Background: an optimization exercise with open tools, aiming at small area. Do not read the settings as production practice. Function was checked by simulation only, so behaviour that the tests miss may differ from the original. Power and IR drop assume default switching activity.

===== design/flow/flow/run.sh =====
#!/bin/bash
# Own flow: the standard synthesis, then its combinational logic is re-optimised for area
# (registers are left exactly as the standard synthesis made them; two ABC scripts are tried
# and the smaller result is kept), then the standard layout with minimum-size port buffers and
# a lighter clock tree. Each tool's output goes to its own log_*.txt here.
set -euo pipefail
W=$(cd "$(dirname "$0")/.." && pwd)
cd "$W"
LIB=$FLOW_HOME/platforms/sky130hd/lib/sky130_fd_sc_hd__tt_025C_1v80.lib
YOSYS=$(command -v yosys || echo "$FLOW_HOME/../tools/install/yosys/bin/yosys")
R=orfs/results/sky130hd/maze_game/base

bash standard.sh synth > log_1_synth.txt 2>&1
cp $R/1_2_yosys.v synth_standard.v

python3 flow/mkmodels.py "$LIB" comb_models.v > log_2_models.txt 2>&1
DU=$(grep -o "sky130_fd_sc_hd__\(lpflow\|probe\)[a-z0-9_]*" "$FLOW_HOME/platforms/sky130hd/config.mk" | sort -u | sed "s/^/-dont_use /" | tr "\n" " ")
resynth() {
  "$YOSYS" -l log_3_resynth_$1.txt -p "read_liberty -lib $LIB; read_verilog -overwrite comb_models.v; \
    read_verilog synth_standard.v; hierarchy -top maze_game; flatten; opt -purge; techmap; opt -fast -purge; \
    abc -liberty $LIB $DU -script $W/flow/resynth_$1.abc; opt_clean -purge; setundef -zero; \
    hilomap -singleton -hicell sky130_fd_sc_hd__conb_1 HI -locell sky130_fd_sc_hd__conb_1 LO; \
    rename -hide w:*.*; opt_clean -purge; insbuf -buf sky130_fd_sc_hd__buf_1 A X; splitnets; opt_clean -purge; \
    write_verilog -noattr resynth_$1.v; tee -o resynth_stat_$1.txt stat -liberty $LIB" > /dev/null
}
resynth a & PA=$!
resynth b & PB=$!
wait $PA; wait $PB
AA=$(awk '/Chip area/ {print $NF}' resynth_stat_a.txt)
AB=$(awk '/Chip area/ {print $NF}' resynth_stat_b.txt)
if awk -v a="$AA" -v b="$AB" 'BEGIN {exit !(a <= b)}'; then BEST=a; else BEST=b; fi
echo "resynth a: $AA  b: $AB  kept: $BEST" > log_3_resynth_choice.txt
cp resynth_$BEST.v $R/1_2_yosys.v
rm -f $R/1_synth.odb $R/1_synth.sdc

bash standard.sh "BUFFER_PORTS_ARGS=-buffer_cell sky130_fd_sc_hd__buf_1" \
  "CTS_ARGS=-sink_clustering_enable -repair_clock_nets -dont_use_dummy_load" \
  finish > log_4_layout.txt 2>&1

===== design/flow/flow/mkmodels.py =====
# Writes Verilog models of the platform's combinational cells from the liberty file's functions.
import re, sys
lib = open(sys.argv[1]).read()
out = []
for m in re.finditer(r'\n\s*cell\s*\(\s*"?(sky130_fd_sc_hd__\w+)"?\s*\)\s*\{', lib):
    name = m.group(1)
    # cell body: up to next top-level cell
    start = m.end()
    nxt = re.compile(r'\n\s*cell\s*\(').search(lib, start)
    body = lib[start: nxt.start() if nxt else len(lib)]
    if re.search(r'\b(ff|latch|statetable)\s*\(', body):
        continue
    pins = []
    for pm in re.finditer(r'\n\s*pin\s*\(\s*"?(\w+)"?\s*\)\s*\{', body):
        ps = pm.end()
        # pin body until matching brace (approx: next "pin (" or end)
        depth = 1; i = ps
        while depth and i < len(body):
            if body[i] == '{': depth += 1
            elif body[i] == '}': depth -= 1
            i += 1
        pb = body[ps:i]
        d = re.search(r'direction\s*:\s*"?(\w+)"?', pb)
        f = re.search(r'\bfunction\s*:\s*"([^"]*)"', pb)
        pins.append((pm.group(1), d.group(1) if d else None, f.group(1) if f else None))
    outs = [p for p in pins if p[1] == 'output']
    if not outs or any(p[2] is None for p in outs):
        continue
    ins = [p for p in pins if p[1] == 'input']
    ports = [p[0] for p in ins] + [p[0] for p in outs]
    s = ['module %s(%s);' % (name, ', '.join(ports))]
    for p in ins: s.append('  input %s;' % p[0])
    for p in outs:
        e = p[2].replace('!', '~').replace('+', '|').replace('*', '&')
        e = re.sub(r"(\w+)'", r"~\1", e)
        s.append('  output %s;' % p[0])
        s.append('  assign %s = %s;' % (p[0], e))
    s.append('endmodule')
    out.append('\n'.join(s))
open(sys.argv[2], 'w').write('\n'.join(out) + '\n')
print(len(out), 'models')

===== design/flow/flow/resynth_a.abc =====
strash
&get -n
&deepsyn -T 60
&put
dch -f
amap -F 10 -A 30
topo

===== design/flow/flow/resynth_b.abc =====
strash
&get -n
&deepsyn -T 60
&put
strash
&get -n
&dch -f
&nf -R 1000
&put
topo

===== design/flow/standard.sh =====
#!/bin/bash
# synth_recipe.tcl (not shown) runs the flow's synth.tcl, then flattens the netlist and writes it again
# the make line also repeats each setting of config.mk as NAME=value (left out here)
make -C /OpenROAD-flow-scripts/flow DESIGN_CONFIG=/design/flow/config.mk WORK_HOME=/design/flow/orfs CLKGATE_MAP_FILE= SYNTH_SCRIPT=/design/flow/synth_recipe.tcl "${@:-finish}"

===== design/flow/config.mk =====
export PLATFORM = sky130hd
export DESIGN_NAME = maze_game
export DESIGN_NICKNAME = maze_game
export VERILOG_FILES = /design/flow/design.v
export SDC_FILE = /design/flow/constraint.sdc
export NUM_CORES = 4
export LEC_CHECK = 0
export ABC_AREA = 1
export CAP_MARGIN = 20
export CORE_MARGIN = 2
export CORE_UTILIZATION = 60
export SLEW_MARGIN = 20
export SYNTH_MEMORY_MAX_BITS = 65536

===== design/flow/constraint.sdc =====
create_clock -name core_clock -period 40.0 [get_ports {clk}]
set_input_delay 8.0000 -clock core_clock [delete_from_list [all_inputs] [get_ports {clk}]]
set_output_delay 8.0000 -clock core_clock [all_outputs]
set_load 0.01 [all_outputs]

===== design/flow/design.v =====
module maze_game (
    input clk, input rst, input tick15, input tick_hsec, input key,
    input [2:0] key_num, input [2:0] volume,
    output [15:0] LED, output [6:0] DISPLAY, output reg [3:0] DIGIT,
    output [3:0] vgaRed, output [3:0] vgaGreen, output [3:0] vgaBlue,
    output hsync, output vsync, output reg sound_effect
);
    localparam INIT = 3'd0, WAIT = 3'd1, GAME = 3'd2, WIN = 3'd3, LOSE = 3'd4;
    function [2:0] char_rom(input [3:0] r, input [3:0] c);
        case ({r, c})
            8'd6: char_rom = 3'd1;
            8'd7: char_rom = 3'd1;
            8'd8: char_rom = 3'd1;
            8'd9: char_rom = 3'd1;
            8'd10: char_rom = 3'd1;
            8'd11: char_rom = 3'd1;
            8'd21: char_rom = 3'd1;
            8'd22: char_rom = 3'd7;
            8'd23: char_rom = 3'd7;
            8'd24: char_rom = 3'd7;
            8'd25: char_rom = 3'd7;
            8'd26: char_rom = 3'd1;
            8'd36: char_rom = 3'd1;
            8'd37: char_rom = 3'd7;
            8'd38: char_rom = 3'd7;
            8'd39: char_rom = 3'd7;
            8'd40: char_rom = 3'd7;
            8'd41: char_rom = 3'd7;
            8'd42: char_rom = 3'd1;
            8'd52: char_rom = 3'd1;
            8'd53: char_rom = 3'd7;
            8'd54: char_rom = 3'd4;
            8'd55: char_rom = 3'd7;
            8'd56: char_rom = 3'd4;
            8'd57: char_rom = 3'd7;
            8'd58: char_rom = 3'd7;
            8'd59: char_rom = 3'd1;
            8'd68: char_rom = 3'd1;
            8'd69: char_rom = 3'd7;
            8'd70: char_rom = 3'd7;
            8'd71: char_rom = 3'd7;
            8'd72: char_rom = 3'd7;
            8'd73: char_rom = 3'd6;
            8'd74: char_rom = 3'd7;
            8'd75: char_rom = 3'd1;
            8'd81: char_rom = 3'd1;
            8'd82: char_rom = 3'd1;
            8'd83: char_rom = 3'd1;
            8'd84: char_rom = 3'd7;
            8'd85: char_rom = 3'd7;
            8'd86: char_rom = 3'd6;
            8'd87: char_rom = 3'd6;
            8'd88: char_rom = 3'd6;
            8'd89: char_rom = 3'd7;
            8'd90: char_rom = 3'd7;
            8'd91: char_rom = 3'd7;
            8'd92: char_rom = 3'd1;
            8'd93: char_rom = 3'd1;
            8'd94: char_rom = 3'd1;
            8'd97: char_rom = 3'd1;
            8'd98: char_rom = 3'd7;
            8'd99: char_rom = 3'd7;
            8'd100: char_rom = 3'd7;
            8'd101: char_rom = 3'd7;
            8'd102: char_rom = 3'd7;
            8'd103: char_rom = 3'd7;
            8'd104: char_rom = 3'd7;
            8'd105: char_rom = 3'd7;
            8'd106: char_rom = 3'd7;
            8'd107: char_rom = 3'd7;
            8'd108: char_rom = 3'd7;
            8'd109: char_rom = 3'd7;
            8'd110: char_rom = 3'd1;
            8'd114: char_rom = 3'd1;
            8'd115: char_rom = 3'd7;
            8'd116: char_rom = 3'd7;
            8'd117: char_rom = 3'd7;
            8'd118: char_rom = 3'd7;
            8'd119: char_rom = 3'd7;
            8'd120: char_rom = 3'd7;
            8'd121: char_rom = 3'd7;
            8'd122: char_rom = 3'd7;
            8'd123: char_rom = 3'd7;
            8'd124: char_rom = 3'd7;
            8'd125: char_rom = 3'd1;
            8'd131: char_rom = 3'd1;
            8'd132: char_rom = 3'd7;
            8'd133: char_rom = 3'd7;
            8'd134: char_rom = 3'd7;
            8'd135: char_rom = 3'd7;
            8'd136: char_rom = 3'd7;
            8'd137: char_rom = 3'd7;
            8'd138: char_rom = 3'd7;
            8'd139: char_rom = 3'd7;
            8'd140: char_rom = 3'd1;
            8'd147: char_rom = 3'd1;
            8'd148: char_rom = 3'd7;
            8'd149: char_rom = 3'd7;
            8'd150: char_rom = 3'd7;
            8'd151: char_rom = 3'd7;
            8'd152: char_rom = 3'd7;
            8'd153: char_rom = 3'd7;
            8'd154: char_rom = 3'd7;
            8'd155: char_rom = 3'd1;
            8'd163: char_rom = 3'd1;
            8'd164: char_rom = 3'd7;
            8'd165: char_rom = 3'd7;
            8'd166: char_rom = 3'd7;
            8'd167: char_rom = 3'd7;
            8'd168: char_rom = 3'd7;
            8'd169: char_rom = 3'd7;
            8'd170: char_rom = 3'd7;
            8'd171: char_rom = 3'd1;
            8'd180: char_rom = 3'd1;
            8'd181: char_rom = 3'd7;
            8'd182: char_rom = 3'd7;
            8'd183: char_rom = 3'd7;
            8'd184: char_rom = 3'd7;
            8'd185: char_rom = 3'd7;
            8'd186: char_rom = 3'd7;
            8'd187: char_rom = 3'd1;
            8'd197: char_rom = 3'd1;
            8'd198: char_rom = 3'd7;
            8'd199: char_rom = 3'd7;
            8'd200: char_rom = 3'd7;
            8'd201: char_rom = 3'd7;
            8'd202: char_rom = 3'd1;
            8'd214: char_rom = 3'd1;
            8'd215: char_rom = 3'd1;
            8'd216: char_rom = 3'd7;
            8'd217: char_rom = 3'd7;
            8'd218: char_rom = 3'd1;
            8'd232: char_rom = 3'd1;
            8'd233: char_rom = 3'd1;
            8'd234: char_rom = 3'd1;
            8'd235: char_rom = 3'd1;
            8'd248: char_rom = 3'd1;
            8'd249: char_rom = 3'd1;
            default: char_rom = 3'd0;
        endcase
    endfunction
    function star_rom(input [3:0] r, input [3:0] c);
        case ({r, c})
            8'd8: star_rom = 1'b1;
            8'd23: star_rom = 1'b1;
            8'd24: star_rom = 1'b1;
            8'd25: star_rom = 1'b1;
            8'd39: star_rom = 1'b1;
            8'd40: star_rom = 1'b1;
            8'd41: star_rom = 1'b1;
            8'd54: star_rom = 1'b1;
            8'd55: star_rom = 1'b1;
            8'd56: star_rom = 1'b1;
            8'd57: star_rom = 1'b1;
            8'd58: star_rom = 1'b1;
            8'd65: star_rom = 1'b1;
            8'd66: star_rom = 1'b1;
            8'd67: star_rom = 1'b1;
            8'd68: star_rom = 1'b1;
            8'd69: star_rom = 1'b1;
            8'd70: star_rom = 1'b1;
            8'd71: star_rom = 1'b1;
            8'd72: star_rom = 1'b1;
            8'd73: star_rom = 1'b1;
            8'd74: star_rom = 1'b1;
            8'd75: star_rom = 1'b1;
            8'd76: star_rom = 1'b1;
            8'd77: star_rom = 1'b1;
            8'd78: star_rom = 1'b1;
            8'd79: star_rom = 1'b1;
            8'd82: star_rom = 1'b1;
            8'd83: star_rom = 1'b1;
            8'd84: star_rom = 1'b1;
            8'd85: star_rom = 1'b1;
            8'd86: star_rom = 1'b1;
            8'd87: star_rom = 1'b1;
            8'd88: star_rom = 1'b1;
            8'd89: star_rom = 1'b1;
            8'd90: star_rom = 1'b1;
            8'd91: star_rom = 1'b1;
            8'd92: star_rom = 1'b1;
            8'd93: star_rom = 1'b1;
            8'd94: star_rom = 1'b1;
            8'd99: star_rom = 1'b1;
            8'd100: star_rom = 1'b1;
            8'd101: star_rom = 1'b1;
            8'd102: star_rom = 1'b1;
            8'd103: star_rom = 1'b1;
            8'd104: star_rom = 1'b1;
            8'd105: star_rom = 1'b1;
            8'd106: star_rom = 1'b1;
            8'd107: star_rom = 1'b1;
            8'd108: star_rom = 1'b1;
            8'd109: star_rom = 1'b1;
            8'd116: star_rom = 1'b1;
            8'd117: star_rom = 1'b1;
            8'd118: star_rom = 1'b1;
            8'd119: star_rom = 1'b1;
            8'd120: star_rom = 1'b1;
            8'd121: star_rom = 1'b1;
            8'd122: star_rom = 1'b1;
            8'd123: star_rom = 1'b1;
            8'd124: star_rom = 1'b1;
            8'd133: star_rom = 1'b1;
            8'd134: star_rom = 1'b1;
            8'd135: star_rom = 1'b1;
            8'd136: star_rom = 1'b1;
            8'd137: star_rom = 1'b1;
            8'd138: star_rom = 1'b1;
            8'd139: star_rom = 1'b1;
            8'd150: star_rom = 1'b1;
            8'd151: star_rom = 1'b1;
            8'd152: star_rom = 1'b1;
            8'd153: star_rom = 1'b1;
            8'd154: star_rom = 1'b1;
            8'd165: star_rom = 1'b1;
            8'd166: star_rom = 1'b1;
            8'd167: star_rom = 1'b1;
            8'd168: star_rom = 1'b1;
            8'd169: star_rom = 1'b1;
            8'd170: star_rom = 1'b1;
            8'd171: star_rom = 1'b1;
            8'd180: star_rom = 1'b1;
            8'd181: star_rom = 1'b1;
            8'd182: star_rom = 1'b1;
            8'd183: star_rom = 1'b1;
            8'd184: star_rom = 1'b1;
            8'd185: star_rom = 1'b1;
            8'd186: star_rom = 1'b1;
            8'd187: star_rom = 1'b1;
            8'd188: star_rom = 1'b1;
            8'd196: star_rom = 1'b1;
            8'd197: star_rom = 1'b1;
            8'd198: star_rom = 1'b1;
            8'd199: star_rom = 1'b1;
            8'd200: star_rom = 1'b1;
            8'd201: star_rom = 1'b1;
            8'd202: star_rom = 1'b1;
            8'd203: star_rom = 1'b1;
            8'd204: star_rom = 1'b1;
            8'd211: star_rom = 1'b1;
            8'd212: star_rom = 1'b1;
            8'd213: star_rom = 1'b1;
            8'd214: star_rom = 1'b1;
            8'd218: star_rom = 1'b1;
            8'd219: star_rom = 1'b1;
            8'd220: star_rom = 1'b1;
            8'd221: star_rom = 1'b1;
            8'd227: star_rom = 1'b1;
            8'd228: star_rom = 1'b1;
            8'd236: star_rom = 1'b1;
            8'd237: star_rom = 1'b1;
            8'd242: star_rom = 1'b1;
            8'd243: star_rom = 1'b1;
            8'd253: star_rom = 1'b1;
            8'd254: star_rom = 1'b1;
            default: star_rom = 1'b0;
        endcase
    endfunction
    function maze_rom(input [3:0] r, input [4:0] c);
        case ({r, c})
            9'd33: maze_rom = 1'b1;
            9'd34: maze_rom = 1'b1;
            9'd35: maze_rom = 1'b1;
            9'd41: maze_rom = 1'b1;
            9'd43: maze_rom = 1'b1;
            9'd46: maze_rom = 1'b1;
            9'd48: maze_rom = 1'b1;
            9'd49: maze_rom = 1'b1;
            9'd50: maze_rom = 1'b1;
            9'd67: maze_rom = 1'b1;
            9'd71: maze_rom = 1'b1;
            9'd73: maze_rom = 1'b1;
            9'd75: maze_rom = 1'b1;
            9'd77: maze_rom = 1'b1;
            9'd78: maze_rom = 1'b1;
            9'd80: maze_rom = 1'b1;
            9'd98: maze_rom = 1'b1;
            9'd99: maze_rom = 1'b1;
            9'd100: maze_rom = 1'b1;
            9'd102: maze_rom = 1'b1;
            9'd103: maze_rom = 1'b1;
            9'd104: maze_rom = 1'b1;
            9'd105: maze_rom = 1'b1;
            9'd106: maze_rom = 1'b1;
            9'd107: maze_rom = 1'b1;
            9'd109: maze_rom = 1'b1;
            9'd112: maze_rom = 1'b1;
            9'd113: maze_rom = 1'b1;
            9'd130: maze_rom = 1'b1;
            9'd132: maze_rom = 1'b1;
            9'd134: maze_rom = 1'b1;
            9'd139: maze_rom = 1'b1;
            9'd141: maze_rom = 1'b1;
            9'd142: maze_rom = 1'b1;
            9'd143: maze_rom = 1'b1;
            9'd144: maze_rom = 1'b1;
            9'd145: maze_rom = 1'b1;
            9'd146: maze_rom = 1'b1;
            9'd161: maze_rom = 1'b1;
            9'd162: maze_rom = 1'b1;
            9'd164: maze_rom = 1'b1;
            9'd166: maze_rom = 1'b1;
            9'd171: maze_rom = 1'b1;
            9'd174: maze_rom = 1'b1;
            9'd178: maze_rom = 1'b1;
            9'd193: maze_rom = 1'b1;
            9'd198: maze_rom = 1'b1;
            9'd201: maze_rom = 1'b1;
            9'd203: maze_rom = 1'b1;
            9'd206: maze_rom = 1'b1;
            9'd208: maze_rom = 1'b1;
            9'd209: maze_rom = 1'b1;
            9'd210: maze_rom = 1'b1;
            9'd225: maze_rom = 1'b1;
            9'd233: maze_rom = 1'b1;
            9'd234: maze_rom = 1'b1;
            9'd235: maze_rom = 1'b1;
            9'd236: maze_rom = 1'b1;
            9'd238: maze_rom = 1'b1;
            9'd242: maze_rom = 1'b1;
            9'd257: maze_rom = 1'b1;
            9'd264: maze_rom = 1'b1;
            9'd265: maze_rom = 1'b1;
            9'd268: maze_rom = 1'b1;
            9'd269: maze_rom = 1'b1;
            9'd270: maze_rom = 1'b1;
            9'd274: maze_rom = 1'b1;
            9'd289: maze_rom = 1'b1;
            9'd290: maze_rom = 1'b1;
            9'd291: maze_rom = 1'b1;
            9'd292: maze_rom = 1'b1;
            9'd293: maze_rom = 1'b1;
            9'd294: maze_rom = 1'b1;
            9'd297: maze_rom = 1'b1;
            9'd298: maze_rom = 1'b1;
            9'd299: maze_rom = 1'b1;
            9'd300: maze_rom = 1'b1;
            9'd304: maze_rom = 1'b1;
            9'd305: maze_rom = 1'b1;
            9'd306: maze_rom = 1'b1;
            9'd325: maze_rom = 1'b1;
            9'd331: maze_rom = 1'b1;
            9'd336: maze_rom = 1'b1;
            9'd353: maze_rom = 1'b1;
            9'd354: maze_rom = 1'b1;
            9'd355: maze_rom = 1'b1;
            9'd356: maze_rom = 1'b1;
            9'd357: maze_rom = 1'b1;
            9'd361: maze_rom = 1'b1;
            9'd362: maze_rom = 1'b1;
            9'd363: maze_rom = 1'b1;
            9'd365: maze_rom = 1'b1;
            9'd368: maze_rom = 1'b1;
            9'd369: maze_rom = 1'b1;
            9'd370: maze_rom = 1'b1;
            9'd386: maze_rom = 1'b1;
            9'd391: maze_rom = 1'b1;
            9'd392: maze_rom = 1'b1;
            9'd393: maze_rom = 1'b1;
            9'd397: maze_rom = 1'b1;
            9'd400: maze_rom = 1'b1;
            9'd418: maze_rom = 1'b1;
            9'd419: maze_rom = 1'b1;
            9'd420: maze_rom = 1'b1;
            9'd421: maze_rom = 1'b1;
            9'd422: maze_rom = 1'b1;
            9'd423: maze_rom = 1'b1;
            9'd425: maze_rom = 1'b1;
            9'd426: maze_rom = 1'b1;
            9'd429: maze_rom = 1'b1;
            9'd430: maze_rom = 1'b1;
            9'd431: maze_rom = 1'b1;
            9'd432: maze_rom = 1'b1;
            default: maze_rom = 1'b0;
        endcase
    endfunction
    function win_rom(input [3:0] r, input [4:0] c);
        case ({r, c})
            9'd33: win_rom = 1'b1;
            9'd39: win_rom = 1'b1;
            9'd65: win_rom = 1'b1;
            9'd68: win_rom = 1'b1;
            9'd71: win_rom = 1'b1;
            9'd97: win_rom = 1'b1;
            9'd98: win_rom = 1'b1;
            9'd99: win_rom = 1'b1;
            9'd101: win_rom = 1'b1;
            9'd102: win_rom = 1'b1;
            9'd103: win_rom = 1'b1;
            9'd129: win_rom = 1'b1;
            9'd130: win_rom = 1'b1;
            9'd134: win_rom = 1'b1;
            9'd135: win_rom = 1'b1;
            9'd137: win_rom = 1'b1;
            9'd138: win_rom = 1'b1;
            9'd139: win_rom = 1'b1;
            9'd162: win_rom = 1'b1;
            9'd166: win_rom = 1'b1;
            9'd170: win_rom = 1'b1;
            9'd194: win_rom = 1'b1;
            9'd198: win_rom = 1'b1;
            9'd202: win_rom = 1'b1;
            9'd234: win_rom = 1'b1;
            9'd266: win_rom = 1'b1;
            9'd269: win_rom = 1'b1;
            9'd273: win_rom = 1'b1;
            9'd297: win_rom = 1'b1;
            9'd298: win_rom = 1'b1;
            9'd299: win_rom = 1'b1;
            9'd301: win_rom = 1'b1;
            9'd302: win_rom = 1'b1;
            9'd305: win_rom = 1'b1;
            9'd333: win_rom = 1'b1;
            9'd334: win_rom = 1'b1;
            9'd335: win_rom = 1'b1;
            9'd337: win_rom = 1'b1;
            9'd365: win_rom = 1'b1;
            9'd367: win_rom = 1'b1;
            9'd369: win_rom = 1'b1;
            9'd397: win_rom = 1'b1;
            9'd400: win_rom = 1'b1;
            9'd401: win_rom = 1'b1;
            9'd429: win_rom = 1'b1;
            9'd433: win_rom = 1'b1;
            default: win_rom = 1'b0;
        endcase
    endfunction
    function lose_rom(input [3:0] r, input [4:0] c);
        case ({r, c})
            9'd69: lose_rom = 1'b1;
            9'd70: lose_rom = 1'b1;
            9'd71: lose_rom = 1'b1;
            9'd100: lose_rom = 1'b1;
            9'd104: lose_rom = 1'b1;
            9'd111: lose_rom = 1'b1;
            9'd112: lose_rom = 1'b1;
            9'd113: lose_rom = 1'b1;
            9'd114: lose_rom = 1'b1;
            9'd129: lose_rom = 1'b1;
            9'd132: lose_rom = 1'b1;
            9'd136: lose_rom = 1'b1;
            9'd139: lose_rom = 1'b1;
            9'd140: lose_rom = 1'b1;
            9'd141: lose_rom = 1'b1;
            9'd143: lose_rom = 1'b1;
            9'd161: lose_rom = 1'b1;
            9'd164: lose_rom = 1'b1;
            9'd168: lose_rom = 1'b1;
            9'd170: lose_rom = 1'b1;
            9'd175: lose_rom = 1'b1;
            9'd193: lose_rom = 1'b1;
            9'd196: lose_rom = 1'b1;
            9'd200: lose_rom = 1'b1;
            9'd202: lose_rom = 1'b1;
            9'd207: lose_rom = 1'b1;
            9'd208: lose_rom = 1'b1;
            9'd209: lose_rom = 1'b1;
            9'd210: lose_rom = 1'b1;
            9'd225: lose_rom = 1'b1;
            9'd229: lose_rom = 1'b1;
            9'd230: lose_rom = 1'b1;
            9'd231: lose_rom = 1'b1;
            9'd235: lose_rom = 1'b1;
            9'd236: lose_rom = 1'b1;
            9'd239: lose_rom = 1'b1;
            9'd257: lose_rom = 1'b1;
            9'd269: lose_rom = 1'b1;
            9'd271: lose_rom = 1'b1;
            9'd289: lose_rom = 1'b1;
            9'd290: lose_rom = 1'b1;
            9'd291: lose_rom = 1'b1;
            9'd292: lose_rom = 1'b1;
            9'd301: lose_rom = 1'b1;
            9'd303: lose_rom = 1'b1;
            9'd304: lose_rom = 1'b1;
            9'd305: lose_rom = 1'b1;
            9'd306: lose_rom = 1'b1;
            9'd330: lose_rom = 1'b1;
            9'd331: lose_rom = 1'b1;
            9'd332: lose_rom = 1'b1;
            default: lose_rom = 1'b0;
        endcase
    endfunction
    reg [9:0] pixel_cnt, line_cnt;
    wire pix_end = pixel_cnt[9] & pixel_cnt[8] & (&pixel_cnt[4:0]);    
    wire line_end = line_cnt[9] & line_cnt[3] & line_cnt[2];           
    always @(posedge clk)
        if (rst || pix_end) pixel_cnt <= 10'd0;
        else pixel_cnt <= pixel_cnt + 10'd1;
    always @(posedge clk)
        if (rst) line_cnt <= 10'd0;
        else if (pix_end) line_cnt <= line_end ? 10'd0 : line_cnt + 10'd1;
    assign hsync = !((pixel_cnt >= 10'd656) && (pixel_cnt < 10'd752));
    assign vsync = (pixel_cnt == 10'd0) ? !((line_cnt == 10'd490) || (line_cnt == 10'd491))
                                        : !((line_cnt == 10'd489) || (line_cnt == 10'd490));
    wire valid = (pixel_cnt < 10'd640) && (line_cnt < 10'd480);
    wire [8:0] h = pixel_cnt[9:1];
    wire [3:0] mrow = line_cnt[8:5];
    wire [4:0] mcol = pixel_cnt[9:5];
    wire [7:0] v = line_cnt[8:1];
    reg [2:0] state;
    reg [3:0] three_sec_cnt;
    reg time_left_cnt;
    reg t2;               
    reg [2:0] t1;         
    reg [3:0] t0;         
    reg [1:0] sel;        
    reg [8:0] charactor_h;
    reg [7:0] charactor_v;
    reg charactor_dir;
    reg [2:0] target_key;
    reg [8:0] cnt;        
    reg star_countA, star_countB, star_countC;
    wire all_star = star_countA & star_countB & star_countC;
    wire st_init = !(state[2] | state[1] | state[0]);
    wire st_wait = state[0] & !state[1];
    wire st_game = state[1] & !state[0];
    wire st_win  = state[1] & state[0];
    wire st_lose = state[2];
    wire enter = key && (key_num == 3'd4);
    wire time_zero = !t2 && (t1 == 3'd0) && (t0 == 4'd0);
    wire at_exit = (charactor_h[8:4] == 5'd13) && (charactor_h[3:0] != 4'd0) &&
                   (charactor_v[7:4] == 4'd11) && (charactor_v[3:0] != 4'd0);
    always @(posedge clk or posedge rst)
        if (rst) three_sec_cnt <= 4'd0;
        else if (tick_hsec) three_sec_cnt <= st_wait ? three_sec_cnt + 4'd1 : 4'd0;
    always @(posedge clk or posedge rst)
        if (rst) state <= INIT;
        else if ((st_init | st_win | st_lose) & enter) state <= WAIT;
        else if (st_wait & (three_sec_cnt[3] | (three_sec_cnt[2] & three_sec_cnt[1]))) state <= GAME;
        else if (st_game & at_exit & all_star) state <= WIN;
        else if (st_game & time_zero) state <= LOSE;
    always @(posedge clk or posedge rst)
        if (rst) time_left_cnt <= 1'b0;
        else if (tick_hsec) time_left_cnt <= !time_left_cnt;
    always @(posedge clk or posedge rst)
        if (rst) begin
            t2 <= 1'b1; t1 <= 3'd4; t0 <= 4'd7;
        end else if (tick_hsec && !time_left_cnt && !st_win && !st_lose) begin
            if (!st_game) begin
                t2 <= 1'b1; t1 <= 3'd4; t0 <= 4'd7;
            end else begin
                if (t1 == 3'd0 && t0 == 4'd0) t2 <= 1'b0;
                if (t0 == 4'd0) t1 <= (t1 != 3'd0) ? t1 - 3'd1 : 3'd5;
                t0 <= (t0 != 4'd0) ? t0 - 4'd1 : 4'd9;
            end
        end
    always @(posedge clk or posedge rst)
        if (rst) sel <= 2'd0;
        else if (st_game) sel <= 2'd0;
        else if (st_win) sel <= 2'd1;
        else if (st_lose) sel <= 2'd2;
    reg [3:0] digit_n;
    always @(*) begin
        digit_n = DIGIT;
        if (tick15) case (DIGIT)
            4'b1110: digit_n = 4'b1101;
            4'b1101: digit_n = 4'b1011;
            4'b1011: digit_n = 4'b0111;
            default: digit_n = 4'b1110;
        endcase
    end
    always @(posedge clk or posedge rst)
        if (rst) DIGIT <= 4'b1111;
        else DIGIT <= digit_n;
    wire show_time = state[1];
    wire [3:0] wait_digit = (4'd7 - three_sec_cnt) >> 1;
    reg [3:0] dnum;
    always @(*) begin
        dnum = 4'd10;
        case (digit_n)
            4'b1110: dnum = show_time ? t0 : st_wait ? wait_digit : 4'd10;
            4'b1101: dnum = show_time ? {1'b0, t1} : 4'd10;
            4'b1011: dnum = show_time ? {3'b000, t2} : 4'd10;
            4'b0111: dnum = show_time ? 4'd0 : 4'd10;
            default: dnum = 4'd10;
        endcase
    end
    reg [3:0] dnum_r;    
    reg [6:0] seg;
    always @(*)
        case (dnum_r)
            4'd0: seg = 7'b1000000;
            4'd1: seg = 7'b1111001;
            4'd2: seg = 7'b0100100;
            4'd3: seg = 7'b0110000;
            4'd4: seg = 7'b0011001;
            4'd5: seg = 7'b0010010;
            4'd6: seg = 7'b0000010;
            4'd7: seg = 7'b1111000;
            4'd8: seg = 7'b0000000;
            4'd9: seg = 7'b0010000;
            default: seg = 7'b0111111;
        endcase
    assign DISPLAY = seg;
    always @(posedge clk or posedge rst)
        if (rst) dnum_r <= 4'd10;
        else dnum_r <= dnum;
    reg led_a, led_b, led_c;    
    reg [2:0] led_s;            
    wire led_en = (st_wait | st_lose) ? tick_hsec : 1'b1;
    wire [4:0] vol_bar = {(volume > 3'd4), (volume > 3'd3), (volume > 3'd2), (volume > 3'd1), (volume > 3'd0)};
    always @(posedge clk) if (led_en) begin
        case (state)
            INIT: begin led_a <= 1'b1; led_b <= 1'b1; led_c <= 1'b0; led_s <= volume; end
            WAIT: begin led_a <= !(led_a & led_b); led_b <= !(led_a & led_b); led_c <= 1'b0; led_s <= volume; end
            GAME: begin led_a <= 1'b1; led_b <= 1'b0; led_c <= 1'b0; led_s <= volume; end
            WIN:  begin led_a <= 1'b1; led_b <= 1'b1; led_c <= 1'b1; led_s <= 3'd7; end
            default: begin led_a <= 1'b0; led_b <= 1'b0; led_c <= 1'b0; led_s <= 3'd0; end
        endcase
    end
    assign LED = {{3{led_a}}, {4{led_b}}, {4{led_c}}, (led_s > 3'd4), (led_s > 3'd3), (led_s > 3'd2), (led_s > 3'd1), (led_s > 3'd0)};
    wire cnt_zero = (cnt == 9'd0);
    wire cnt_max = (cnt == 9'd67);
    wire [8:0] cnt_step = {cnt[7:0], !(cnt[8] ^ cnt[4])};
    always @(posedge clk)
        if (key && (cnt_zero || (target_key == key_num))) cnt <= cnt_max ? 9'd0 : cnt_step;
        else cnt <= 9'd0;
    always @(posedge clk or posedge rst)
        if (rst) target_key <= 3'd0;
        else if (key && cnt_zero) target_key <= key_num;
    always @(posedge clk or posedge rst)
        if (rst) charactor_dir <= 1'b0;
        else if (key && cnt_zero && !key_num[2]) charactor_dir <= key_num[1];
    wire mv_up = (target_key == 3'd0), mv_left = (target_key == 3'd1);
    wire mv_down = (target_key == 3'd2), mv_right = (target_key == 3'd3);
    wire [4:0] ncell_h = charactor_h[8:4] - {4'd0, (charactor_h[3:0] == 4'd0 && !mv_right) ||
                                                   (charactor_h[3:0] == 4'd1 && mv_left)};
    wire [3:0] ncell_v = charactor_v[7:4] - {3'd0, (charactor_v[3:0] == 4'd0 && !mv_down) ||
                                                   (charactor_v[3:0] == 4'd1 && mv_up)};
    wire slot = (pixel_cnt[4:0] == 5'd16);
    reg pass_r;
    wire rom_z;
    always @(posedge clk) if (slot) pass_r <= rom_z;
    wire pass = sel[1] | (!sel[0] & pass_r);
    wire go = st_game && cnt_max && pass;
    always @(posedge clk)
        if (!(state[2] | state[1])) begin
            charactor_h <= 9'd72; charactor_v <= 8'd72;
        end else begin
            charactor_h <= charactor_h + {{8{go & mv_left}}, go & (mv_left | mv_right)};
            charactor_v <= charactor_v + {{7{go & mv_up}}, go & (mv_up | mv_down)};
        end
    wire [9:0] dx = {1'b0, h} - {1'b0, charactor_h};
    wire [9:0] dy = {2'b0, v} - {2'b0, charactor_v};
    wire [9:0] ex = dx + 10'd7;
    wire [9:0] ey = dy + 10'd7;
    wire win_x = (ex[9:4] == 6'd0) && (ex[3:0] != 4'd15);
    wire win_y = (ey[9:4] == 6'd0) && (ey[3:0] != 4'd15);
    wire [2:0] ccode = char_rom(ey[3:0], ex[3:0] ^ {4{charactor_dir}});
    wire on_char = valid && win_x && win_y && (ccode != 3'd0);
    wire [9:0] adx = dx[9] ? -dx : dx;
    wire [9:0] ady = dy[9] ? -dy : dy;
    wire [5:0] dsum = adx[9:4] + ady[9:4];
    wire [2:0] cdist = (dsum > 6'd7) ? 3'd7 : dsum[2:0];
    wire [8:0] hp = h + 9'd1;
    wire [7:0] vp = v + 8'd1;
    wire sbit = star_rom(vp[3:0], hp[3:0]);
    wire sA = (hp[8:4] == 5'd1) && (vp[7:4] == 4'd1) && !star_countA;
    wire sB = (hp[8:4] == 5'd6) && (vp[7:4] == 4'd6) && !star_countB;
    wire sC = (hp[8:4] == 5'd14) && (vp[7:4] == 4'd1) && !star_countC;
    wire on_star = sbit && (sA || sB || sC);
    wire [3:0] arow = slot ? ncell_v : mrow;
    wire [4:0] acol = slot ? ncell_h : mcol;
    assign rom_z = maze_rom(arow, acol);
    wire rom_w = win_rom(arow, acol), rom_l = lose_rom(arow, acol);
    reg last_z, last_w, last_l;
    always @(posedge clk) begin
        last_z <= rom_z; last_w <= rom_w; last_l <= rom_l;
    end
    wire mz = slot ? last_z : rom_z;
    wire mw = slot ? last_w : rom_w;
    wire ml = slot ? last_l : rom_l;
    wire mterm = (mrow == 4'd11) && (mcol == 5'd13);
    wire cell_on = sel[1] ? ml : sel[0] ? mw : mz;
    wire cell_term = !(sel[1] | sel[0]) && mterm;
    wire border = (pixel_cnt[4:1] == 4'd0) || (pixel_cnt[4:1] == 4'd15) ||
                  (line_cnt[4:1] == 4'd0) || (line_cnt[4:1] == 4'd15);
    reg [11:0] mpix;
    always @(*)
        if (!cell_on) mpix = 12'h000;
        else if (cell_term) mpix = all_star ? 12'hA0A : 12'h622;
        else mpix = border ? 12'h800 : 12'hA00;
    wire game = st_game;
    reg [11:0] pixel;
    always @(*)
        if (!valid) pixel = 12'h000;
        else if (game) begin
            if (on_char) pixel = {{4{ccode[2]}}, ccode[1] ? 4'hF : (ccode[0] & !ccode[2]) ? 4'h9 : 4'h0, {4{ccode[0]}}};
            else if (on_star) pixel = 12'h00F;
            else pixel = mpix;
        end
        else if (st_win | st_lose) pixel = mpix;
        else pixel = 12'h000;
    function [3:0] fade(input [3:0] c, input [2:0] d);
        fade = (c > {d, 1'b0}) ? c - {d, 1'b0} : 4'd0;
    endfunction
    assign vgaRed   = game ? fade(pixel[11:8], cdist) : pixel[11:8];
    assign vgaGreen = game ? fade(pixel[7:4], cdist) : pixel[7:4];
    assign vgaBlue  = game ? fade(pixel[3:0], cdist) : pixel[3:0];
    wire in_A = (charactor_h[8:4] == 5'd1) && (charactor_h[3:0] != 4'd0) &&
                (charactor_v[7:4] == 4'd1) && (charactor_v[3:0] != 4'd0);
    wire in_B = (charactor_h[8:4] == 5'd6) && (charactor_h[3:0] != 4'd0) &&
                (charactor_v[7:4] == 4'd6) && (charactor_v[3:0] != 4'd0);
    wire in_C = (charactor_h[8:4] == 5'd14) && (charactor_h[3:0] != 4'd0) &&
                (charactor_v[7:4] == 4'd1) && (charactor_v[3:0] != 4'd0);
    wire pick = game && on_char;
    wire clr = !(state[2] | state[1]);
    wire setA = pick & in_A, setB = pick & !in_A & in_B, setC = pick & !in_A & !in_B & in_C;
    always @(posedge clk) begin
        star_countA <= setA | (star_countA & !clr);
        star_countB <= setB | (star_countB & !clr);
        star_countC <= setC | (star_countC & !clr);
    end
    reg picked;
    always @(posedge clk) begin
        picked <= pick && ((in_A && !star_countA) || (!in_A && in_B && !star_countB) ||
                           (!in_A && !in_B && in_C && !star_countC));
        sound_effect <= picked;
    end
endmodule

==> notes.md, run 1 <==
Detailed routing:
- The number of antenna-violating nets in the routed design is 0.
- The via-per-instance ratio is 6.57.
- The first detailed-routing pass took 5 iterations.
- The routed length per placed instance is 17.6 µm.
- The detailed router put a total of 8260 µm of wire on met1.
- The total number of vias is 7,543.
- After detailed routing, the met3 layer carries 2020 µm of wire.
- The residual DRC count is 0.
- The met2 wire length is 9130 µm.
- The total routed wirelength is 20,300 µm.
- The highest metal layer with signal wires is met4.
- The initial DRC count is 1,012.

Clock network:
- The post-cts resize count is 0.
- The number of buffers created by CTS is 9.
- The TritonCTS clock tree is yes.
- For this design, the sink count on the clock tree is 91.
- Clock tree synthesis selected as its root buffer the cell sky130_fd_sc_hd__clkbuf_8.
- The number of buffers inserted by hold repair at cts is 0.
- The maximum root-to-sink buffer count is 2.
- After clock tree synthesis, the setup repair step added 0 buffers.
- The H-tree depth reported by CTS is 3.
- After clock tree synthesis, the clock-pin slew on the worst setup and hold paths is 0.09 ns.
- The insertion delay of the later-clocked pin in the worst-skew pair is 0.38 ns.

Pwr:
- Summed over all cells, the static leakage comes to 2.29 nW.
- In this run the power spent charging and discharging nets is 0.122 mW.
- The share of total power in sequential cells is 44.4%.
- In this run, the combinational gates consume 38.7% of the power.
- The part of the power in the clock network is 16.9%.
- IR analysis of the VDD net gives a maximum drop of 35.0 µV.
- The internal power of the cells totals 0.168 mW.
- Dividing total power by cell area gives a power density of 42.4 nW/µm².
- Of the total power, the share spent switching nets is 42.1%.

Timing:
- The highest clock frequency the design can meet is 66.8 MHz.
- Setup repair after global routing left no endpoint under its margin.
- The final setup TNS is 0 ns.
- Setup violations remaining at the end of the flow were counted as 0.
- The worst clock skew is 0.0314 ns.
- For the pin with the worst max-slew slack, the measured transition is 1.05 ns.
- The number of endpoints with negative hold slack in the final report was 0.
- The fraction of the cycle the final worst path needs is 37.4%.
- In this run the tightest slew margin relative to its limit is 29.6%.
- The final critical path time including I/O delays and setup is 14.96 ns.
- The final number of max-transition violations is 0.

Worst setup path:
- The critical register-to-register path startpoint is line_cnt[2].
- STA classifies the critical path startpoint as a register.
- The arrival time at the worst endpoint is 6.96 ns.
- The data required time at the worst endpoint is 32.00 ns.
- The worst-case register-to-register setup slack is 34.41 ns.
- The critical path is of the reg -> out type.
- For the worst flop-to-flop path, the logic depth is 27.
- The critical path's most frequent cell is sky130_fd_sc_hd__o21ai_0.
- The maximum fanout along the worst path is 8.
- In this design, the stage delay of the slowest critical-path cell is 0.57 ns.
- The slowest stage of the critical path is the sky130_fd_sc_hd__o22ai_1 cell.
- STA classifies the critical path endpoint as an output port.
- The end of the worst register-to-register path is picked.

Die:
- The starting density of the core is 61.6%.
- The width of the chip is 107 µm.
- The standard cell core area is 10,300 µm².
- The number of rows in the core area is 37.
- The number of top-level pins is 53.
- The die covers 11,400 µm².
- The floorplan step set the die height to 107 µm.

Outcome:
- The run finished with no timing, DRC or antenna violations.

Logic synthesis:
- The number of nets produced by synthesis is 965.
- The mapped netlist covers 6330 µm².
- For this run, the number of Yosys warnings is 1.
- Dividing the synthesized area by the synthesized cell count gives 6.63 µm².
- After technology mapping, the gate count stands at 954.

Min path:
- The path with the worst hold slack has its endpoint at sound_effect.
- The number of cells on the worst hold path is 0.
- The hold path startpoint is picked.
- The type of the worst min-delay path is reg -> reg.

Global route:
- The number of global-route vias before repair is 7,010.
- The initial antenna violation count came to 0.
- The aggregate global routing overflow is 0.
- The total routing resource utilization after global routing is 36.2%.
- The pin count of the biggest net entering global routing is 32.
- The first global-routing pass estimated 33,000 µm of wire.

Place:
- The count of buffers from port buffering is 52.
- The detailed placer's ending HPWL is 15,700 µm.
- The final RePlAce weighted congestion is 1.03.

Layout:
- The final cell utilization of the core is 66.6%.
- After the last flow step, the layout net total stands at 1,025.
- The area growth from synthesis to layout is 8.15%.
- The count of inserted antenna diode cells is 0.
- Of the cells placed in the final design, the portion with a size suffix greater than 1 is 2.77%.

Job:
- Across the run, the number of max-cap violations was 0.
[registers in the layout, summed over array words and instances, names as in the netlist, 2 cells and up]
signal	count
three_sec_cnt	4
dnum_r	4
charactor_h	9
t1	3
target_key	3
charactor_v	8
cnt	9
t0	4
state	3
pixel_cnt	10
led_s	3
DIGIT	4
line_cnt	10
sel	2
[worst max-delay path: cells and delay by family (launching register included)]
kind | cells | cell delay, ns
compound gates | 15 | 2.94
buf+inv | 3 | 0.76
flops | 1 | 0.36
simple gates | 12 | 2.54
[metal layers]
metal / vias up / GRT usage [%]
met5: - / 0
met4: 0 / 17.0
met3: 106 / 7.84
met2: 503 / 58.1
met1: 3378 / 46.4
li1: 3556 / -
[cells in the final DEF, fill, tap and decap left out, drive strengths merged, types with 10 or more instances in the layout]
cell type    n
o21ai       87
buf         58
o32ai       10
a21oi       74
o22ai       43
nand3       19
dfrtp       19
nor3        53
dfxtp       54
nor2       202
dfstp       11
clkinv     150
a211oi      14
a31oi       17
nand2       63
o221ai      11
[area by class of cell]
| cell class | count | area, µm² |
|---|---|---|
| Fill cell | 901 | 3430 |
| Multi-Input combinational cell | 704 | 3690 |
| Timing Repair Buffer | 58 | 240 |
| Tap cell | 136 | 170 |
| Clock buffer | 9 | 124 |
| Sequential cell | 91 | 2060 |
| Inverter | 150 | 563 |
[metrics by stage]
step / setup WS (ns) / std cells / cell area [µm²] / power [mW] / hold slack (ns)
floorplan: 26.78 / 954 / 6330 / 0.205 / 0.310
global placement: 25.91 / 1139 / 6720 / 0.234 / 0.322
detailed placement: 25.82 / 1139 / 6720 / 0.239 / 0.315
CTS: 25.40 / 1148 / 6840 / 0.288 / 0.341
global route: 24.41 / 1148 / 6840 / 0.309 / 0.348
finish: 25.04 / 1148 / 6840 / 0.290 / 0.341
[power by group through the flow]
stage	combinational, mW	clock [mW]	sequential [mW]
2_1_floorplan	0.0768	0	0.128
3_3_place_gp	0.105	0	0.129
3_5_place_dp	0.109	0	0.130
4_1_cts	0.110	0.0493	0.128
5_1_grt	0.125	0.0526	0.131
6_report	0.112	0.0490	0.129
[worst max-delay path by stage]
stage                   startpoint         to  slack, ns  depth (start not counted)
global route        charactor_h[3]  vgaRed[2]      24.41                         30
detailed placement    pixel_cnt[3]  vgaRed[2]      25.82                         28
finish              charactor_h[3]  vgaRed[2]      25.04                         30
floorplan             pixel_cnt[3]  vgaRed[2]      26.78                         26
global placement      pixel_cnt[3]  vgaRed[2]      25.91                         28
CTS                 charactor_h[3]  vgaRed[2]      25.40                         30
==> run 2: changes to the inputs <==
==> design/flow/flow/run.sh (replaced) <==
#!/bin/bash
# Own flow: the standard synthesis, then its combinational logic is re-optimised for area
# (registers are left exactly as the standard synthesis made them; ABC's deepsyn runs with four
# seeds in parallel and the smallest result is kept), then the standard layout with
# minimum-size port buffers and no CTS dummy loads. Each tool's output goes to its own
# log_*.txt here.
set -euo pipefail
W=$(cd "$(dirname "$0")/.." && pwd)
cd "$W"
LIB=$FLOW_HOME/platforms/sky130hd/lib/sky130_fd_sc_hd__tt_025C_1v80.lib
YOSYS=$(command -v yosys || echo "$FLOW_HOME/../tools/install/yosys/bin/yosys")
R=orfs/results/sky130hd/maze_game/base

bash standard.sh synth > log_1_synth.txt 2>&1
cp $R/1_2_yosys.v synth_standard.v

python3 flow/mkmodels.py "$LIB" comb_models.v > log_2_models.txt 2>&1
DU=$(grep -o "sky130_fd_sc_hd__\(lpflow\|probe\)[a-z0-9_]*" "$FLOW_HOME/platforms/sky130hd/config.mk" | sort -u | sed "s/^/-dont_use /" | tr "\n" " ")
resynth() {
  S=$1
  printf 'strash\n&get -n\n&deepsyn -S %d -T 60\n&put\ndch -f\namap -F 10 -A 30\nstrash\n&get -n\n&deepsyn -S %d -T 60\n&put\ndch -f\namap -F 10 -A 30\ntopo\n' \
    "$S" "$((S + 10))" > resynth_$S.abc
  "$YOSYS" -l log_3_resynth_$S.txt -p "read_liberty -lib $LIB; read_verilog -overwrite comb_models.v; \
    read_verilog synth_standard.v; hierarchy -top maze_game; flatten; opt -purge; techmap; opt -fast -purge; \
    abc -liberty $LIB $DU -script $W/resynth_$S.abc; opt_clean -purge; setundef -zero; \
    hilomap -singleton -hicell sky130_fd_sc_hd__conb_1 HI -locell sky130_fd_sc_hd__conb_1 LO; \
    rename -hide w:*.*; opt_clean -purge; insbuf -buf sky130_fd_sc_hd__buf_1 A X; splitnets; opt_clean -purge; \
    write_verilog -noattr resynth_$S.v; tee -o resynth_stat_$S.txt stat -liberty $LIB" > /dev/null
}
PIDS=""
for S in 1 2 3 4; do resynth $S & PIDS="$PIDS $!"; done
for P in $PIDS; do wait $P; done
BEST=""; BA=""
for S in 1 2 3 4; do
  A=$(awk '/Chip area/ {print $NF}' resynth_stat_$S.txt)
  echo "seed $S: $A" >> log_3_resynth_choice.txt
  if [ -z "$BA" ] || awk -v a="$A" -v b="$BA" 'BEGIN {exit !(a < b)}'; then BEST=$S; BA=$A; fi
done
echo "kept seed $BEST: $BA" >> log_3_resynth_choice.txt
cp resynth_$BEST.v $R/1_2_yosys.v
rm -f $R/1_synth.odb $R/1_synth.sdc

bash standard.sh "BUFFER_PORTS_ARGS=-buffer_cell sky130_fd_sc_hd__buf_1" \
  "CTS_ARGS=-sink_clustering_enable -repair_clock_nets -dont_use_dummy_load" \
  finish > log_4_layout.txt 2>&1
--- a/design/flow/config.mk
+++ b/design/flow/config.mk
@@ -10,4 +10,5 @@
 export CORE_MARGIN = 2
 export CORE_UTILIZATION = 60
+export GPL_TIMING_DRIVEN = 0
 export SLEW_MARGIN = 20
 export SYNTH_MEMORY_MAX_BITS = 65536
removed: design/flow/flow/resynth_a.abc
removed: design/flow/flow/resynth_b.abc
==> run 2 against run 1 <==
Still clean. Hold slack better by 0.0062 ns. Critical path depth decreased by 3. Die area decreased by 2.0%. Non-clock buffer count is 4 higher. Total power down 4.6%. Routed wire length down 8.6%. Clock skew is 0.0074 ns higher. Flip-flop and latch count unchanged. Cell area is 2.2% lower. Synthesized cell count down 3.7%. Via count fell by 5.8%. Critical path type unchanged. Largest power group unchanged. Highest routed layer unchanged.
==> notes.md, run 2 <==
Timing:
- Setup repair after global routing left no endpoint under its margin.
- Setup violations remaining at the end of the flow were counted as 0.
- The final critical path time including I/O delays and setup is 15.46 ns.
- The final setup TNS is 0 ns.
- The final number of max-transition violations came to 0.
- Headroom to the max-slew limit came out at 34.5%.
- The hold slack is 0.348 ns.
- The final critical path takes up 38.6% of the cycle.
- The worst clock skew is 0.0388 ns.
- The number of endpoints with negative hold slack in the final report is 0.
- Static timing analysis puts the maximum clock frequency at 64.7 MHz.
- For the pin with the worst max-slew slack, the measured transition is 0.980 ns.

Die:
- The initial utilization of the core area, before any placement, comes to 60.8%.
- The die height is 106 µm.
- 53 I/O pins were placed.
- Row generation in the floorplan step produced 37 rows.
- The width of the chip is 106 µm.
- The die covers 11,200 µm².
- The standard cell core area is 10,200 µm².

Layout:
- The finished layout holds 1,117 standard cells, fillers aside.
- The final layout contains 994 nets.
- Relative to the synthesized area, the layout overhead comes to 8.06%.
- The largest registers in the layout are line_cnt x10, pixel_cnt x10.
- Leaving out fill and tap cells, the most frequent cell in the layout is sky130_fd_sc_hd__nor2_1.
- Once layout is done, the placed cells without fillers occupy 6690 µm².
- The count of inserted antenna diode cells is 0.
- The layout has 908 filler cells.
- In the layout the commonest cells are sky130_fd_sc_hd__nor2_1, sky130_fd_sc_hd__clkinv_1, sky130_fd_sc_hd__o21ai_0, sky130_fd_sc_hd__a21oi_1, sky130_fd_sc_hd__buf_1.
- In the final layout, the share of cells above drive strength 1 is 2.34%.

Clock network:
- The longest clock path from root to sink contains 2 buffers.
- The cell sitting at the root of the clock tree is a sky130_fd_sc_hd__clkbuf_8.
- The number of post-CTS setup repair buffers is 0.
- The number of buffers inserted by hold repair at cts is 0.
- The clock net in this run drives a total of 91 sinks.
- TritonCTS built the clock tree.
- The clock-pin slew reported for the worst setup and hold paths after clock tree synthesis is 0.08 ns.
- Gates resized during post-CTS repair numbered 0.
- The insertion delay of the later-clocked pin in the worst-skew pair is 0.38 ns.
- The H-tree depth reported by CTS is 3.
- In this run, CTS created clock tree buffers numbering 9.

Pwr:
- After layout, the design draws a total of 0.277 mW.
- The power per cell area is 41.3 nW/µm².
- Summed over all cells, the static leakage comes to 2.22 nW.
- The largest voltage drop on the vdd net is 34.7 µV.

Logic synthesis:
- Counting every instance in the synthesized netlist gives 919.
- In this run the mean area of a mapped cell was 6.74 µm².
- Counting every net in the synthesized netlist gives 930.
- For this run, the number of Yosys warnings is 1.
- The synthesized netlist occupies a cell area of 6190 µm².

Job:
- The max-cap violation count is 0.

Detailed routing:
- The total number of vias is 7,107.
- For this run, the detailed router's first-pass iteration total came to 8.
- The initial DRC count is 791.
- The routed length per placed instance is 16.6 µm.
- The residual DRC count is 0.
- The total routed wirelength is 18,500 µm.
- Once detail routing completed, the nets flagged for antenna violations numbered 0.
- Dividing the detail-routed via count by the number of cells gives 6.36.

Worst setup path:
- The worst setup path is launched from a register.
- For the worst flop-to-flop path, the logic depth is 27.
- The setup path with the least slack is of type reg -> out.
- At the worst endpoint, the required time is 32.00 ns.
- At the worst endpoint, the arrival time is 7.46 ns.
- Of all nets on the critical path, the largest fanout is 11.
- Across all register-to-register paths, the minimum setup slack is 34.30 ns.
- The kind of capture point of the worst setup path is an output port.

Global route:
- The total routing resource utilization after global routing is 33.4%.
- The first global-routing pass estimated 30,400 µm of wire.
- The aggregate global routing overflow is 0.
- The initial antenna violation count was 0.
- The number of global-route vias before repair is 6,547.
- The pin count of the biggest net entering global routing is 31.

Place:
- In this run the cell area measured after placement is 6560 µm².
- The post-placement cell count is 1,107.
- The congestion estimate from routability-driven global placement came to 1.00.
- The count of buffers from port buffering is 52.
- Detailed placement ended at an HPWL of 14,400 µm.

Outcome:
- The flow ran to the end and the layout has no timing, DRC or antenna violations.

Min path:
- In this run the worst hold path is classified as reg -> reg.
- Counting instances, the worst hold path has a depth of 0.
-- run 2: routing by layer --
layer,vias to the layer above,track usage (%),share of wire (%)
met2,356,57.1,47
li1,3435,-,-
met4,0,13.5,3.7
met5,-,0,0
met3,62,5.01,7.6
met1,3254,42.1,41
-- run 2: power by group --
part	internal, mW	switching [mW]	leakage (nW)
clock	0.0202	0.0286	0.0647
sequential	0.113	0.0160	0.858
combinational	0.0323	0.0661	1.30
total	0.166	0.111	2.22
-- run 2: layout make-up --
| class | instances | area (µm²) | share of cell area [%] |
|---|---|---|---|
| flip-flops and latches | 91 | 2060 | 30.7 |
| inverters | 148 | 556 | 8.30 |
| well taps | 136 | 170 | 2.54 |
| multi-input cells | 671 | 3550 | 53.1 |
| clock buffers | 9 | 124 | 1.85 |
| repair buffers | 53 | 203 | 3.03 |
| plain buffers | 9 | 33.8 | 0.505 |
-- run 2: worst max-delay path, cell delays in order, from the launching register on --
cell	delay, ns
sky130_fd_sc_hd__dfxtp_1	0.36
sky130_fd_sc_hd__nor3_1	0.38
sky130_fd_sc_hd__nand2_1	0.17
sky130_fd_sc_hd__nor2_1	0.66
sky130_fd_sc_hd__clkinv_1	0.52
sky130_fd_sc_hd__o32ai_1	0.96
sky130_fd_sc_hd__clkinv_1	0.35
sky130_fd_sc_hd__nor3_1	0.54
sky130_fd_sc_hd__clkinv_1	0.18
sky130_fd_sc_hd__nor2_1	0.18
sky130_fd_sc_hd__nor2_1	0.09
sky130_fd_sc_hd__nand3_1	0.13
sky130_fd_sc_hd__o21ai_0	0.08
sky130_fd_sc_hd__nand2_1	0.07
sky130_fd_sc_hd__a31o_1	0.19
sky130_fd_sc_hd__o22a_1	0.14
sky130_fd_sc_hd__o221ai_1	0.08
sky130_fd_sc_hd__o21ai_0	0.23
sky130_fd_sc_hd__nand2_1	0.16
sky130_fd_sc_hd__nor3_1	0.37
sky130_fd_sc_hd__nor2_1	0.12
sky130_fd_sc_hd__clkinv_1	0.07
sky130_fd_sc_hd__o21ai_0	0.13
sky130_fd_sc_hd__o21ai_0	0.27
sky130_fd_sc_hd__nor2_1	0.08
sky130_fd_sc_hd__o22a_1	0.23
sky130_fd_sc_hd__o21a_1	0.19
sky130_fd_sc_hd__buf_1	0.13
-- run 2: stage by stage --
| stage | util (%) | worst slack [ns] |
|---|---|---|
| 3_5_place_dp | 64.4 | 25.15 |
| 3_3_place_gp | 64.4 | 25.23 |
| 5_1_grt | 65.7 | 24.02 |
| 4_1_cts | 65.7 | 24.77 |
| 2_1_floorplan | - | 26.83 |
| 6_report | 65.7 | 24.54 |
-- run 2: worst paths after layout --
path                              startpoint           end
worst max-delay path            pixel_cnt[3]    vgaBlue[3]
worst min-delay path                  picked  sound_effect
worst max register to register  pixel_cnt[2]        picked
worst min register to register        picked  sound_effect
max in group asynchronous                rst         t1[0]
min in group asynchronous                rst      state[2]

static timing again, ports no longer ideal:
No port has a modelled driver above. Below, the same layouts with a new extraction and two added sets of constraints.
Step 1, drivers: a clkbuf_16 drives clk and a buf_2 each remaining input, both assumed.
Step 2 also shifts input and output timing later by t, the mid clock arrival at the registers, as if the neighbouring blocks saw the same clock.
a / b / c = no drivers / after step 1 / after step 2; a / b = the first two.
| run | t, ns | slack for setup (ns) | hold slack, ns |
|---|---|---|---|
| run 1 | 0.398 | 25.041 / 25.006 / 25.404 | 0.341 / 0.341 / 0.341 |
| run 2 | 0.393 | 24.544 / 24.509 / 24.903 | 0.348 / 0.348 / 0.348 |
After both steps setup and hold are still met in every run listed.
